This is an optimization exercise on Yosys and OpenROAD, whose aim is small area, a short achievable clock period and few clock cycles, not a production implementation. In this exercise RTL edits were held to simulation tests only and were not proved equivalent to the original. No activity file was given, so power comes from the tool's default toggle rates.

// top
module top (
    input         clk_i,
    input         rst_i,
    input  [7:0]  addr_i,
    input  [31:0] data_i,
    input         wr_vi,
    output [31:0] data_o
);
For scale: roughly 6,400 cells after synthesis, about 1,600 flip-flops, about 75 I/O pins, ~78,000 µm² of cells after synthesis.
Settings: LEC_CHECK=0, CAP_MARGIN=20, CORE_MARGIN=2, CORE_UTILIZATION=55, CTS_CLUSTER_DIAMETER=80, CTS_CLUSTER_SIZE=25, PLACE_DENSITY=0.8, SETUP_SLACK_MARGIN=3.7, SLEW_MARGIN=20, SYNTH_HIERARCHICAL=1, SYNTH_MINIMUM_KEEP_SIZE=0; clock period 6.5 ns.
run.sh (not shown) runs the stock make flow with config.mk's settings and CLKGATE_MAP_FILE= SYNTH_SCRIPT=/design/flow/synth_recipe.tcl, a recipe that flattens the netlist after the stock synthesis.
The first run completed without violations.
Testbench counts at the start, summed over its fixed seeds: cycles 13,056.
Change:
CORE_UTILIZATION = 50   (was 55)
PLACE_DENSITY = 0.7   (was 0.8)
Total power came out higher by 1.2%.
First-iteration DRC count came out lower by 15%.
Clock power came out higher by 8.1%.
Combinational power stays flat.
Design area came out higher by 1.3%.
Synthesized cell count does not change.
Clock-buffer cell count came out lower by 2.
Non-clock buffer count came out higher by 5.
Synthesized area does not change.
Sequential cell count is unchanged.
Change:
CORE_UTILIZATION = 60   (was 50)
Clock-buffer cell count increases by 4.
Sequential cell count stays the same.
Clock skew went up by 0.0055 ns.
Change:
CORE_UTILIZATION = 55   (was 60)
What happened: Maximum frequency increases by about 1.6%. Die area increases by about 9%. Count of clock-buffer cells in the layout decreases by 4. Setup slack gains 0.046 ns. Power decreases by 0.41%. Wire length decreases by 1.3%. First-iteration DRC count decreases by about 3.7%. Final area barely changes. Final cell count increases by 1.6%. Area after synthesis does not change. Utilization decreases by 5.5 points.

* * *

== run A ==
Another version of the RTL of top (not shown whole).
For scale: about 6600 cells after synthesis, ~75 I/O pins, roughly 79000 sq um of cells after synthesis.
Settings: LEC_CHECK=0, CAP_MARGIN=20, CORE_MARGIN=2, CORE_UTILIZATION=55, CTS_CLUSTER_DIAMETER=80, CTS_CLUSTER_SIZE=25, PLACE_DENSITY=0.7, SETUP_SLACK_MARGIN=3.5, SLEW_MARGIN=20, SYNTH_HIERARCHICAL=1, SYNTH_MINIMUM_KEEP_SIZE=0; clock period 6.5 ns.
Run A completed every stage of the flow, and the final layout passed the timing, DRC and antenna checks.
Testbench counts of run A, summed over its fixed seeds: cycles 13,056.
## Diff of input files: run B against run A
--- a/flow/config.mk
+++ b/flow/config.mk
@@ -8,10 +8,10 @@
 export CAP_MARGIN = 20
 export CORE_MARGIN = 2
-export CORE_UTILIZATION = 55
+export CORE_UTILIZATION = 45
 export CTS_CLUSTER_DIAMETER = 80
 export CTS_CLUSTER_SIZE = 25
 export PLACE_DENSITY = 0.7
-export SETUP_SLACK_MARGIN = 3.5
-export SLEW_MARGIN = 20
+export SETUP_SLACK_MARGIN = 3.7
+export SLEW_MARGIN = 60
 export SYNTH_HIERARCHICAL = 1
 export SYNTH_MINIMUM_KEEP_SIZE = 0
[summary]
- Going from run A to run B, final instance area grew by 4.5%; final design utilization shrank by 8.9 points; minimum clock period after layout shrank by 0.23 ns; register-to-register slack grew by 0.23 ns; via count grew by 635.
- Diff run A -> run B | detailed route wirelength on metal2 | up by a few percent
- Per the comparison of run B with run A, total power consumption of the routed design now larger, worst setup slack after layout rose by 0.23 ns.
Modified inputs, run C compared to run B
--- a/flow/config.mk
+++ b/flow/config.mk
@@ -8,10 +8,10 @@
 export CAP_MARGIN = 20
 export CORE_MARGIN = 2
-export CORE_UTILIZATION = 45
+export CORE_UTILIZATION = 55
 export CTS_CLUSTER_DIAMETER = 80
 export CTS_CLUSTER_SIZE = 25
 export PLACE_DENSITY = 0.7
-export SETUP_SLACK_MARGIN = 3.7
-export SLEW_MARGIN = 60
+export SETUP_SLACK_MARGIN = 3.9
+export SLEW_MARGIN = 20
 export SYNTH_HIERARCHICAL = 1
 export SYNTH_MINIMUM_KEEP_SIZE = 0
--- outcome ---
- Slew at the pin closest to its max-slew limit, run C and run B: higher on run C
- Cmp run C and run B / cell count / lower: run C
- When run C is measured against run B, its via count turns out 3.5% higher.
- Between run C and run B, it is run C whose via count of the first global-routing pass is higher, by 1932.
- Instance count after placement with tap cells included: lower on run C
- Delta(fraction of met2 tracks used by global routing, run C - run B) > 0
- Number of gates given a new drive strength after cts ended up 507 higher on run C than on run B.
- Core utilization, run C and run B, higher one = run C.
- Run C vs run B, critical path capture point: sb_s[2][10]$_DFF_P_ vs C[3][16]$_DFFE_PP_
- Delta(routed wire length, run C - run B) > 0
[inputs] run D vs run C
--- a/flow/config.mk
+++ b/flow/config.mk
@@ -8,9 +8,9 @@
 export CAP_MARGIN = 20
 export CORE_MARGIN = 2
-export CORE_UTILIZATION = 55
+export CORE_UTILIZATION = 30
 export CTS_CLUSTER_DIAMETER = 80
 export CTS_CLUSTER_SIZE = 25
 export PLACE_DENSITY = 0.7
-export SETUP_SLACK_MARGIN = 3.9
+export SETUP_SLACK_MARGIN = 3.7
 export SLEW_MARGIN = 20
 export SYNTH_HIERARCHICAL = 1
==> results.txt <==
Effective utilization at floorplan: run D and run C compared, higher one is run C
Setup WNS run C -> run D: worse
Run D vs. run C: fraction of area in multi-input gates -1.3 points, sequential share of layout area +0.60 points.

* * *

Setup of run 1:
top again, from the RTL that the note above started with.
clock: 6.5 ns
lec_check: 0
cap_margin: 20
core_margin: 2
core_utilization: 65
cts_cluster_diameter: 80
cts_cluster_size: 25
place_density: 0.75
setup_slack_margin: 3.7
slew_margin: 20
synth_hierarchical: 1
synth_minimum_keep_size: 0
Run 1 was carried through to the last stage, and its layout satisfied the timing, DRC and antenna checks.
Testbench counts of run 1, summed over its fixed seeds: cycles 13,056.
For run 2, these inputs were changed with respect to run 1:
Settings: swapping 65 for 55 in CORE_UTILIZATION; swapping 0.75 for 0.7 in PLACE_DENSITY.
==> results.txt <==
For run 1 and run 2, there was not a single run that failed to finish clean. Detailed-route wire length improves in run 2 relative to run 1. Of the two values seen for end of the critical path, C[4][0] was produced by run 2 and dout[6] by run 1. Per the comparison of run 2 with run 1, wire length per cell after detailed routing fell by 1.1 µm; post-synthesis register bit count did not really move; wire length on met2 up 2.0%; site row count moved up. Wire length of the first global-routing pass: run 2 worse than run 1. Relative to run 1, clock network power share has increased by 0.7 points in run 2. Run 2 vs. run 1: final standard cell area without fillers neither gained nor lost much, total number of tap cells climbed 278. Compare run 1 and run 2 | global-route usage over all layers lower: run 2.
Relative to run 2, the following input files were edited for run 3:
Settings: a change of CORE_UTILIZATION from 55 to 45.
[summary]
Delta (run 3 minus run 2): final total power rose 1.6%; vertical die dimension rose 10%.
Looking at post-placement cell area, run 3 sits above run 2.
Run 2 has a lower final-stage net count than run 3.
When run 3 is set beside run 2, its non-clock buffer count turns out to be about 10% larger.

## afterwards: timing with drivers on the ports
The flow's constraints put no driver on any port. The routed layouts listed below were extracted and timed again, unchanged, in two steps.
Step 1, drivers: a clkbuf_16 drives clk_i and a buf_2 each remaining input, both assumed.
Step 2 times the ports against the registers' clock, not the clock port: input delays grow and output delays shrink by t, the midpoint of the rising clock arrivals with the driver on.
a / b / c = ideal ports / drivers / drivers and shift; a / b = the first two.
| run | t (ns) | slack for setup (ns) | worst hold slack (ns) | latest minus earliest clock arrival (ns) |
|---|---|---|---|---|
| the first run of note 1 | 0.812 | 3.327 / 3.327 / 2.774 | 0.357 / 0.357 / 0.357 | 0.051 / 0.050 |
| the second run of note 1 | 0.828 | 3.579 / 3.611 / 2.783 | 0.358 / 0.358 / 0.358 | 0.069 / 0.069 |
| the third run of note 1 | 0.800 | 3.568 / 3.608 / 2.811 | 0.372 / 0.372 / 0.372 | 0.063 / 0.063 |
| the fourth run of note 1 | 0.810 | 3.614 / 3.626 / 2.815 | 0.373 / 0.373 / 0.373 | 0.057 / 0.057 |
| run A | 0.826 | 3.391 / 3.423 / 2.601 | 0.376 / 0.376 / 0.376 | 0.071 / 0.071 |
| run B | 0.829 | 3.617 / 3.640 / 2.820 | 0.376 / 0.355 / 0.376 | 0.061 / 0.060 |
| run C | 0.837 | 3.645 / 3.645 / 2.821 | 0.341 / 0.341 / 0.341 | 0.063 / 0.064 |
| run D | 0.844 | 3.492 / 3.330 / 2.487 | 0.359 / 0.359 / 0.359 | 0.098 / 0.099 |
| run 1 | 0.785 | 3.502 / 3.480 / 2.695 | 0.363 / 0.363 / 0.363 | 0.055 / 0.055 |
| run 2 | 0.806 | 3.601 / 3.614 / 2.808 | 0.369 / 0.369 / 0.369 | 0.078 / 0.078 |
| run 3 | 0.816 | 3.572 / 3.384 / 2.569 | 0.369 / 0.364 / 0.369 | 0.067 / 0.067 |
After both steps every run listed still meets setup and hold. The setup slack of run D, which loses most, moves by -0.162 ns with the drivers and by -1.005 ns with both steps.
